Background: an optimization exercise with open tools, aiming at small area. Do not read the settings as production practice.
Only simulation tests tie the RTL to the original design; equivalence was not proved.

// CORDIC_Rotation_top
module CORDIC_Rotation_top #(
        parameter DATA_WIDTH = 16,
        parameter CORDIC_WIDTH = 22,
        parameter ANGLE_WIDTH = 16,
        parameter CORDIC_STAGES = 16
    ) (
        input clk,
        input nreset,
        input enable_in,
        input angle_microRot_n,
        input signed [DATA_WIDTH-1:0] x_in,
        input signed [DATA_WIDTH-1:0] y_in,
        input signed [ANGLE_WIDTH-1:0] angle_in,
        input [CORDIC_STAGES-1:0] microRot_dir_in,
        input microRot_vld,
        input [1:0] quad_in,
        output signed [DATA_WIDTH-1:0] x_out,
        output signed [DATA_WIDTH-1:0] y_out,
        output output_valid_o,
        output rot_active_o
    );
clock: 10.0 ns
lec_check: 0
cap_margin: 20
core_margin: 2
core_utilization: 75
cts_buf_list: sky130_fd_sc_hd__clkbuf_8
cts_cluster_diameter: 70
cts_cluster_size: 16
place_density: 0.85
slew_margin: 20
standard.sh (not shown) runs the stock make flow with config.mk's settings and CLKGATE_MAP_FILE= SYNTH_SCRIPT=/design/flow/synth_recipe.tcl, a recipe that flattens the netlist after the stock synthesis.
==> flow/flow/run.sh <==
#!/bin/bash
set -o pipefail
CTS="-sink_clustering_enable -repair_clock_nets -sink_clustering_size 16 -sink_clustering_max_diameter 70 -buf_list sky130_fd_sc_hd__clkbuf_8 -dont_use_dummy_load"
bash standard.sh \
    BUFFER_PORTS_ARGS="-buffer_cell sky130_fd_sc_hd__buf_1" \
    CTS_ARGS="$CTS" \
    RECOVER_POWER=100 \
    finish > standard_flow.log 2>&1
The baseline reached the layout checks and failed them: max-capacitance violations, max-slew violations.
Change:
==> flow/run.sh (new file) <==
#!/bin/bash
# synth_recipe.tcl (not shown) runs the flow's synth.tcl, then flattens the netlist and writes it again
# the make line also repeats each setting of config.mk as NAME=value (left out here)
make -C /OpenROAD-flow-scripts/flow DESIGN_CONFIG=/design/flow/config.mk WORK_HOME=/design/flow/orfs CLKGATE_MAP_FILE= SYNTH_SCRIPT=/design/flow/synth_recipe.tcl finish
- CORE_UTILIZATION: 75 -> 60
- PLACE_DENSITY: 0.85 -> 0.75
removed: flow/flow/run.sh
removed: flow/standard.sh
Effect: The new run completed with no timing, DRC or antenna violations; utilization drops by 14 points; routed wire length came out lower by 6.0%; die area came out higher by 25%; setup slack loses 140 ps.
Change:
==> flow/flow/run.sh (new file) <==
#!/bin/bash
set -o pipefail
bash standard.sh BUFFER_PORTS_ARGS="-buffer_cell sky130_fd_sc_hd__buf_1" finish > standard_flow.log 2>&1
==> flow/standard.sh (new file) <==
#!/bin/bash
# synth_recipe.tcl (not shown) runs the flow's synth.tcl, then flattens the netlist and writes it again
# the make line also repeats each setting of config.mk as NAME=value (left out here)
make -C /OpenROAD-flow-scripts/flow DESIGN_CONFIG=/design/flow/config.mk WORK_HOME=/design/flow/orfs CLKGATE_MAP_FILE= SYNTH_SCRIPT=/design/flow/synth_recipe.tcl "${@:-finish}"
- CORE_UTILIZATION: 60 -> 75
- PLACE_DENSITY: 0.75 -> 0.85
removed: flow/run.sh
What happened:
- first-iteration DRC count goes up by a quarter to a third
- maximum frequency goes up by a few percent
- utilization goes up by 14 points
- setup slack gains 240 ps
- cell count goes down by a few percent
- count of clock-buffer cells in the layout is unchanged
- synthesized area stays the same
Change:
==> flow/flow/run.sh (replaced) <==
#!/bin/bash
set -o pipefail
CTS="-sink_clustering_enable -repair_clock_nets -sink_clustering_size 16 -sink_clustering_max_diameter 70 -buf_list sky130_fd_sc_hd__clkbuf_8 -dont_use_dummy_load"
bash standard.sh \
    BUFFER_PORTS_ARGS="-buffer_cell sky130_fd_sc_hd__buf_1" \
    CTS_ARGS="$CTS" \
    RECOVER_POWER=100 \
    POST_GLOBAL_ROUTE_TCL="$PWD/flow/post_grt.tcl" \
    finish > standard_flow.log 2>&1
==> flow/flow/post_grt.tcl (new file) <==
# After the power recovery at the end of global routing: repair max slew / max capacitance /
# fanout again (the recovery may have downsized drivers of high-fanout nets such as the
# reset), then re-route the changed nets and rewrite the route guides.
global_route -start_incremental
repair_design_helper
detailed_placement
global_route -end_incremental
estimate_parasitics -global_routing
write_guides $::env(RESULTS_DIR)/route.guide
Effect:
- The changed run completed without violations
- register-to-register slack degrades by 20 ps
- hold slack degrades by 16 ps
- clock skew climbs by 34 ps
- critical path depth climbs by 2
- utilization drops by 0.48 points

==> what the ideal ports hide <==
The flow's constraints put no driver on any port. The routed layouts listed below were extracted and timed again, unchanged, in two steps.
Step 1 (the two cells are an assumption about what drives the block):
set clk [get_ports {clk}]
set_driving_cell -lib_cell sky130_fd_sc_hd__clkbuf_16 $clk
set_driving_cell -lib_cell sky130_fd_sc_hd__buf_2 [delete_from_list [all_inputs] $clk]
Step 2 adds t to the input delays and takes it off the output delays; t is the mean of the earliest and latest rising clock arrival at the registers after step 1. Input paths then give back, and output paths get back, about the clock's delay inside the block.
Three values: ideal ports, drivers, drivers and shift; two values: the first two.
| run | t (ns) | setup slack, ns | worst slew at a driven data input, ns |
|---|---|---|---|
| the first run | 0.697 | 0.430 / 0.462 / -0.234 | 0.05 |
| the second run | 0.730 | 0.286 / 0.325 / -0.406 | 0.04 |
| the third run | 0.721 | 0.529 / 0.541 / -0.180 | 0.05 |
| the fourth run | 0.698 | 0.476 / 0.511 / -0.187 | 0.05 |
The setup slack of the third run, which loses most, moves by +0.012 ns with the drivers and by -0.709 ns with both steps.
